Background: an optimization exercise with open tools, aiming at small area and a short achievable clock period. Do not read the settings as production practice. At most, simulation tests tie the RTL to the original design; equivalence was not proved. Power and IR drop assume default switching activity.

==> flow/design.v (excerpt) <==
module MyComputer(
	input Clock,
	output [9:0] LEDR,
	input [9:0] SW,
	input [3:0] KEY,
	output [6:0] HEX0,
	output [6:0] HEX1,
	output [6:0] HEX2,
	output [6:0] HEX3,
	output [6:0] HEX4,
	output [6:0] HEX5
);
	reg rs1, rs2, rst;
	reg [4:0] dcnt;
	wire dtog = (dcnt == 5'd29);
	wire rst_n = dtog ? !rst : rst;      
	always @(posedge Clock) begin
		rs1 <= SW[9];
		rs2 <= rs1;
		dcnt <= ((rst == rs2) | dtog) ? 5'd0 : dcnt + 5'd1;
		rst <= rst_n;
	end
	reg ts1;
	reg [3:0] k1, k2, k3;
	always @(posedge Clock) begin
		ts1 <= SW[8];
		k1 <= {KEY[3], ~KEY[2:0]};
		k2 <= k1;
		k3 <= k2;
	end
	wire [3:0] pb = k3 & ~k2;
	reg [7:0] pdat, dinp;
	always @(posedge Clock)
		if (k1[3] & ~KEY[3]) pdat <= SW[7:0];
	reg [7:0] cnt;
	reg go, ngo;
	wire cwrap = (cnt == 8'd250);
	wire go_n = !rst_n && ((!rst && cwrap) || ts1);
	always @(posedge Clock) begin
		cnt <= rst ? 8'd1 : cwrap ? 8'd0 : cnt + 8'd1;
		go <= go_n;
		ngo <= !go_n;
	end
	reg [6:0] ip;
	reg [7:0] s0, s1, s2, s3;    
	reg [3:0] sz;                
	reg sz5;                     
	reg [5:0] gout;              
	reg enA, enB_n, enC, enD_n;  
	reg [5:0] flag;
	wire [6:0] tgt;
	wire g_ld0, g_ldsz, g4_set, g4_clr, g5_set, g5_clr, g6_set, g6_clr;
	wire s0_we, s1_we, s2_we, s3_we, d_we;
	wire f0_clr, f1_clr, f2_clr, f3_clr, f4_we, f5_we;
	wire sz_clr, sz_shl, sz_shr, sz_one, sz5_set, sz5_clr;
	wire s0_dinp, s0_s1, s0_sum, s0_mq, s1_s0, s2_s1, f4_sum, f5_shr;
	wire c_f0, c_f1, c_f2, c_f3, c_sz0, c_szeq1, c_sz1, c_sz2, c_sz3, c_fz, c_go;
	Ctrl ctl(.ip(ip), .tgt(tgt),
		.g_ld0(g_ld0), .g_ldsz(g_ldsz), .g4_set(g4_set), .g4_clr(g4_clr),
  ...
clock: 11.0 ns
lec_check: 0
abc_area: 1
cap_margin: 20
core_margin: 2
core_utilization: 40
cts_buf_list: sky130_fd_sc_hd__clkbuf_8
cts_cluster_size: 20
place_density: 0.6
slew_margin: 20
standard.sh (not shown) runs the stock make flow with config.mk's settings and CLKGATE_MAP_FILE= SYNTH_SCRIPT=/design/flow/synth_recipe.tcl, a recipe that flattens the netlist after the stock synthesis.
==> flow/flow/run.sh <==
#!/bin/bash
# The standard layout (standard.sh), with buf_4 cells as the port buffers
# instead of the default delay buffers, and timing repair aimed below the
# clock period.
bash standard.sh "BUFFER_PORTS_ARGS=-buffer_cell sky130_fd_sc_hd__buf_4" SETUP_SLACK_MARGIN=7.5 finish > standard.log 2>&1
Change:
==> flow/flow/run.sh (replaced) <==
#!/bin/bash
# The standard layout (standard.sh), with buf_4 cells as the port buffers
# instead of the default delay buffers, and timing repair aimed below the
# clock period.
bash standard.sh "BUFFER_PORTS_ARGS=-buffer_cell sky130_fd_sc_hd__buf_4" SETUP_SLACK_MARGIN=7.7 finish > standard.log 2>&1
Wire length is about the same.
Area after synthesis does not change.
Final area grows slightly.
Sequential share of layout area shrinks by 0.22 points.
Fmax stays flat.
Clock power barely changes.
Utilization grows by 0.28 points.
Count of clock-buffer cells in the layout does not change.
Non-clock buffer count does not change.
Function was not checked in any run of this note: the RTL went through the layout flow alone.


Another version of the RTL of MyComputer (not shown whole).
Size in the first run: roughly 1,100 cells after synthesis, ~160 flip-flops, ~8800 µm² of cells after synthesis.
Settings: LEC_CHECK=0, ABC_AREA=1, CAP_MARGIN=20, CORE_MARGIN=2, CORE_UTILIZATION=40, CTS_BUF_LIST=sky130_fd_sc_hd__clkbuf_8, CTS_CLUSTER_SIZE=20, PLACE_DENSITY=0.6, SLEW_MARGIN=20; clock period 11.0 ns.
==> flow/flow/run.sh <==
#!/bin/bash
# The standard layout (standard.sh), with buf_1 cells as the port buffers
# instead of the default delay buffers.
bash standard.sh "BUFFER_PORTS_ARGS=-buffer_cell sky130_fd_sc_hd__buf_1" finish > standard.log 2>&1
Then changed:
==> flow/flow/run.sh (replaced) <==
#!/bin/bash
# The standard layout (standard.sh), with buf_2 cells as the port buffers
# instead of the default delay buffers, and timing repair aimed below the
# clock period (repair_timing's setup margin).
bash standard.sh "BUFFER_PORTS_ARGS=-buffer_cell sky130_fd_sc_hd__buf_2" SETUP_SLACK_MARGIN=7.8 finish > standard.log 2>&1
=> The new run went through all stages and came out clean; routed wire length barely changes; global-route usage is higher by 0.35 points; count of clock-buffer cells in the layout is unchanged; clock power shrinks by 5.3%; sequential cell count does not change.
Then changed:
==> flow/flow/run.sh (replaced) <==
#!/bin/bash
# The standard layout (standard.sh), with buf_2 cells as the port buffers
# instead of the default delay buffers.
bash standard.sh "BUFFER_PORTS_ARGS=-buffer_cell sky130_fd_sc_hd__buf_2" finish > standard.log 2>&1
Worst setup slack degrades by 0.082 ns.
Design area shrinks by 1.9%.
Sequential power barely changes.
Non-clock buffer count shrinks by 9.
Register-to-register slack degrades by 0.16 ns.
Hold slack is about the same.
Routed wire length shrinks by 1.2%.
Final cell count shrinks by 0.62%.
Sequential share of layout area grows by 0.62 points.

[afterwards: timing with drivers on the ports]
How much do the figures lean on ideal ports? The routed layouts below were timed once more, with nothing changed but the port constraints. Step 1 (the two cells are an assumption about what drives the block):
set clk [get_ports {Clock}]
set_driving_cell -lib_cell sky130_fd_sc_hd__clkbuf_16 $clk
set_driving_cell -lib_cell sky130_fd_sc_hd__buf_2 [delete_from_list [all_inputs] $clk]
Step 2 also shifts input and output timing later by t, the mid clock arrival at the registers, as if the neighbouring blocks saw the same clock. a / b / c = ideal / step 1 / step 2; a / b = the first two.
run | t, ns | setup WS [ns] | hold slack, ns | clock arrival spread, ns | pins driven straight from the clock port
the first run of note 1 | 0.504 | 7.648 / 7.611 / 7.844 | 0.335 / 0.335 / 0.335 | 0.019 / 0.019 | 1
the second run of note 1 | 0.507 | 7.650 / 7.612 / 7.852 | 0.335 / 0.335 / 0.335 | 0.019 / 0.018 | 1
the first run of note 2 | 0.492 | 7.659 / 7.622 / 7.758 | 0.336 / 0.336 / 0.336 | 0.015 / 0.015 | 1
the second run of note 2 | 0.495 | 7.743 / 7.705 / 7.880 | 0.333 / 0.333 / 0.333 | 0.014 / 0.014 | 1
the third run of note 2 | 0.493 | 7.662 / 7.623 / 7.841 | 0.333 / 0.333 / 0.333 | 0.014 / 0.014 | 1
After both steps every run listed still meets setup and hold.
